Context: an optimization exercise on an open-source flow, tuned for small area. The choices shown serve that exercise and are no tape-out recipe.
Only simulation tests tie the RTL to the original design; equivalence was not proved.
Power and IR drop assume default switching activity.

## v55
// address_mem_encoder
module address_mem_encoder  #(
        parameter int unsigned output_width = 5,
        parameter int unsigned input_width  = 32
    )(
        input   logic                       clock, reset, we, clear,
        input   logic [input_width-1:0]     addr_in,
        output  logic [output_width-1:0]    addr_out,
        output  logic                       not_selected, address_conflict, free_space
    );
For scale: ~5000 cells after synthesis, roughly 1100 flip-flops.
clock: 5.5 ns
lec_check: 0
cap_margin: 0
core_margin: 2
core_utilization: 70
cts_cluster_diameter: 100
cts_cluster_size: 30
place_density: 0.85
setup_slack_margin: 0.05
slew_margin: 0
run.sh (not shown) runs the stock make flow with config.mk's settings and CLKGATE_MAP_FILE= SYNTH_SCRIPT=/design/flow/synth_recipe.tcl, a recipe that flattens the netlist after the stock synthesis.
In summary, v55 completed successfully, with a layout that passed the timing, design-rule and antenna checks.
## Diff of input files: v24 against v55
==> flow/flow/run.sh (new file) <==
#!/bin/bash
set -euo pipefail
bash standard.sh \
  "CTS_ARGS=-sink_clustering_enable -repair_clock_nets -dont_use_dummy_load -sink_clustering_size 24 -sink_clustering_max_diameter 80" \
  "BUFFER_PORTS_ARGS=-buffer_cell sky130_fd_sc_hd__buf_2" \
  finish > flow_make.log 2>&1
==> flow/standard.sh (new file) <==
#!/bin/bash
# synth_recipe.tcl (not shown) runs the flow's synth.tcl, then flattens the netlist and writes it again
# the make line also repeats each setting of config.mk as NAME=value (left out here)
make -C /OpenROAD-flow-scripts/flow DESIGN_CONFIG=/design/flow/config.mk WORK_HOME=/design/flow/orfs CLKGATE_MAP_FILE= SYNTH_SCRIPT=/design/flow/synth_recipe.tcl "${@:-finish}"
diff --git a/flow/config.mk b/flow/config.mk
--- a/flow/config.mk
+++ b/flow/config.mk
@@ -8,7 +8,5 @@
 export CAP_MARGIN = 0
 export CORE_MARGIN = 2
-export CORE_UTILIZATION = 70
-export CTS_CLUSTER_DIAMETER = 100
-export CTS_CLUSTER_SIZE = 30
+export CORE_UTILIZATION = 68
 export PLACE_DENSITY = 0.85
 export SETUP_SLACK_MARGIN = 0.05
removed: flow/run.sh
## What came out
Of v24 and v55, it is v24 that has the higher fraction of area in multi-input gates. v24 reports a lower placed instance area than v55 does. When v24 is measured against v55, its synthesis-to-layout area growth turns out 1.7 points lower. Compared with v55, v24 shows clock network fraction of design power higher by 1.2 points. Total power: v24 above v55. The maximum fanout along the worst path of v24 exceeds that of v55 by 14.
Changes in v8 relative to v24:
==> flow/run.sh (new file) <==
#!/bin/bash
# synth_recipe.tcl (not shown) runs the flow's synth.tcl, then flattens the netlist and writes it again
# the make line also repeats each setting of config.mk as NAME=value (left out here)
make -C /OpenROAD-flow-scripts/flow DESIGN_CONFIG=/design/flow/config.mk WORK_HOME=/design/flow/orfs CLKGATE_MAP_FILE= SYNTH_SCRIPT=/design/flow/synth_recipe.tcl finish
diff --git a/flow/config.mk b/flow/config.mk
--- a/flow/config.mk
+++ b/flow/config.mk
@@ -8,5 +8,5 @@
 export CAP_MARGIN = 0
 export CORE_MARGIN = 2
-export CORE_UTILIZATION = 68
+export CORE_UTILIZATION = 70
 export PLACE_DENSITY = 0.85
 export SETUP_SLACK_MARGIN = 0.05
removed: flow/flow/run.sh
removed: flow/standard.sh
Notes after the runs:
- Netlist area before placement came out exactly the same in v24 and v8.
- v8 does worse than v24 on routed wire length.
- v8 does worse than v24 on final period demand of the worst path.
- Comparing total placed instance area for v24 and v8, the smaller number came from v24.
- Number of cells on the worst reg-to-reg path: lower on v8
- Of v24 and v8, the run reporting the higher detailed-route via count was v8.
- v8 against v24: number of placement rows now sits lower, register fraction of the total cell area now sits lower.
- v24 vs v8, launching instance or port of the critical path: addr_in[6] vs addr_in[27]


address_mem_encoder, a different RTL version from the one above (not shown whole).
Size in the first run: ~1100 flip-flops, roughly 44 I/O pins, about 46000 um2 of cells after synthesis.
clock: 5.5 ns
lec_check: 0
cap_margin: 0
core_margin: 2
core_utilization: 68
place_density: 0.85
setup_slack_margin: 0.15
slew_margin: 0
synth_hierarchical: 1
synth_minimum_keep_size: 0
standard.sh (not shown) runs the stock make flow with config.mk's settings and CLKGATE_MAP_FILE= SYNTH_SCRIPT=/design/flow/synth_recipe.tcl, a recipe that flattens the netlist after the stock synthesis.
==> flow/flow/run.sh <==
#!/bin/bash
set -euo pipefail
bash standard.sh \
  "ABC_LOAD_IN_FF=1" \
  "CTS_ARGS=-sink_clustering_enable -repair_clock_nets -dont_use_dummy_load -sink_clustering_size 24 -sink_clustering_max_diameter 80" \
  "BUFFER_PORTS_ARGS=-buffer_cell sky130_fd_sc_hd__buf_2" \
  finish > flow_make.log 2>&1
The first run completed with no timing, DRC or antenna violations.
==> next run, changes <==
==> flow/flow/run.sh (replaced) <==
#!/bin/bash
set -euo pipefail
bash standard.sh \
  "ABC_LOAD_IN_FF=1" \
  "CTS_ARGS=-sink_clustering_enable -repair_clock_nets -dont_use_dummy_load -sink_clustering_size 16 -sink_clustering_max_diameter 60 -buf_list sky130_fd_sc_hd__clkbuf_8" \
  "BUFFER_PORTS_ARGS=-buffer_cell sky130_fd_sc_hd__buf_2" \
  finish > flow_make.log 2>&1
- GPL_TIMING_DRIVEN: unset -> 0
Effect:
- non-clock buffer count is lower by 21
- final area is lower slightly
- setup slack degrades by 180 ps
==> next run, changes <==
==> flow/flow/run.sh (replaced) <==
#!/bin/bash
set -euo pipefail
bash standard.sh \
  "ABC_LOAD_IN_FF=1" \
  "CTS_ARGS=-sink_clustering_enable -repair_clock_nets -dont_use_dummy_load -sink_clustering_size 24 -sink_clustering_max_diameter 80" \
  "BUFFER_PORTS_ARGS=-buffer_cell sky130_fd_sc_hd__buf_2" \
  finish > flow_make.log 2>&1
- CORE_UTILIZATION: 68 -> 76
- GPL_TIMING_DRIVEN: 0 -> unset
- PLACE_DENSITY: 0.85 -> 0.9
Die area decreases by 10%.
Area after synthesis is unchanged.
Synthesized cell count does not change.
Routed wire length went up by about 5%.
Worst setup slack gains 100 ps.
Clock skew goes down by 36 ps.
==> next run, changes <==
- CORE_UTILIZATION: 76 -> 68
- GPL_TIMING_DRIVEN: unset -> 0
- PLACE_DENSITY: 0.9 -> 0.85
What happened: Combinational power decreases by about 9%; wire length decreases by about 4.6%; first-iteration DRC count decreases by 4.7%; hold slack stays flat; utilization decreases by 8.5 points; die area increases by 12%.

==> afterwards: timing with drivers on the ports <==
The flow's constraints put no driver on any port. The routed layouts listed below were extracted and timed again, unchanged, in two steps. Step 1 assumes that a clkbuf_16 drives the clock port and a buf_2 every other input. Step 2, shift: input delay + t, output delay - t, t = (earliest + latest rising clock arrival at the registers) / 2. This alone moves slack from input paths to output paths. a / b / c = no drivers / after step 1 / after step 2; a / b = the first two.
run	t (ns)	slack for setup (ns)	hold slack, ns	latest minus earliest clock arrival (ns)	worst data-port slew with drivers (ns)
v55	0.712	0.126 / 0.097 / 0.097	0.499 / 0.499 / 0.499	0.051 / 0.051	0.05
v24	0.704	0.272 / 0.245 / 0.245	0.500 / 0.500 / 0.500	0.057 / 0.057	0.15
v8	0.740	0.142 / 0.106 / 0.106	0.493 / 0.493 / 0.493	0.033 / 0.033	0.04
the first run of note 2	0.697	0.343 / 0.317 / 0.022	0.502 / 0.502 / 0.502	0.042 / 0.043	0.06
the second run of note 2	0.741	0.164 / 0.107 / -0.463	0.501 / 0.501 / 0.501	0.077 / 0.076	0.10
the third run of note 2	0.699	0.265 / 0.244 / -0.142	0.503 / 0.503 / 0.503	0.041 / 0.041	0.06
the fourth run of note 2	0.699	0.241 / 0.154 / -0.428	0.502 / 0.502 / 0.502	0.065 / 0.065	0.10
Met with ideal ports but missed after step 2: setup timing in the second run of note 2, the third run of note 2 and the fourth run of note 2. The setup slack of the fourth run of note 2, which loses most, moves by -0.087 ns with the drivers and by -0.669 ns with both steps.
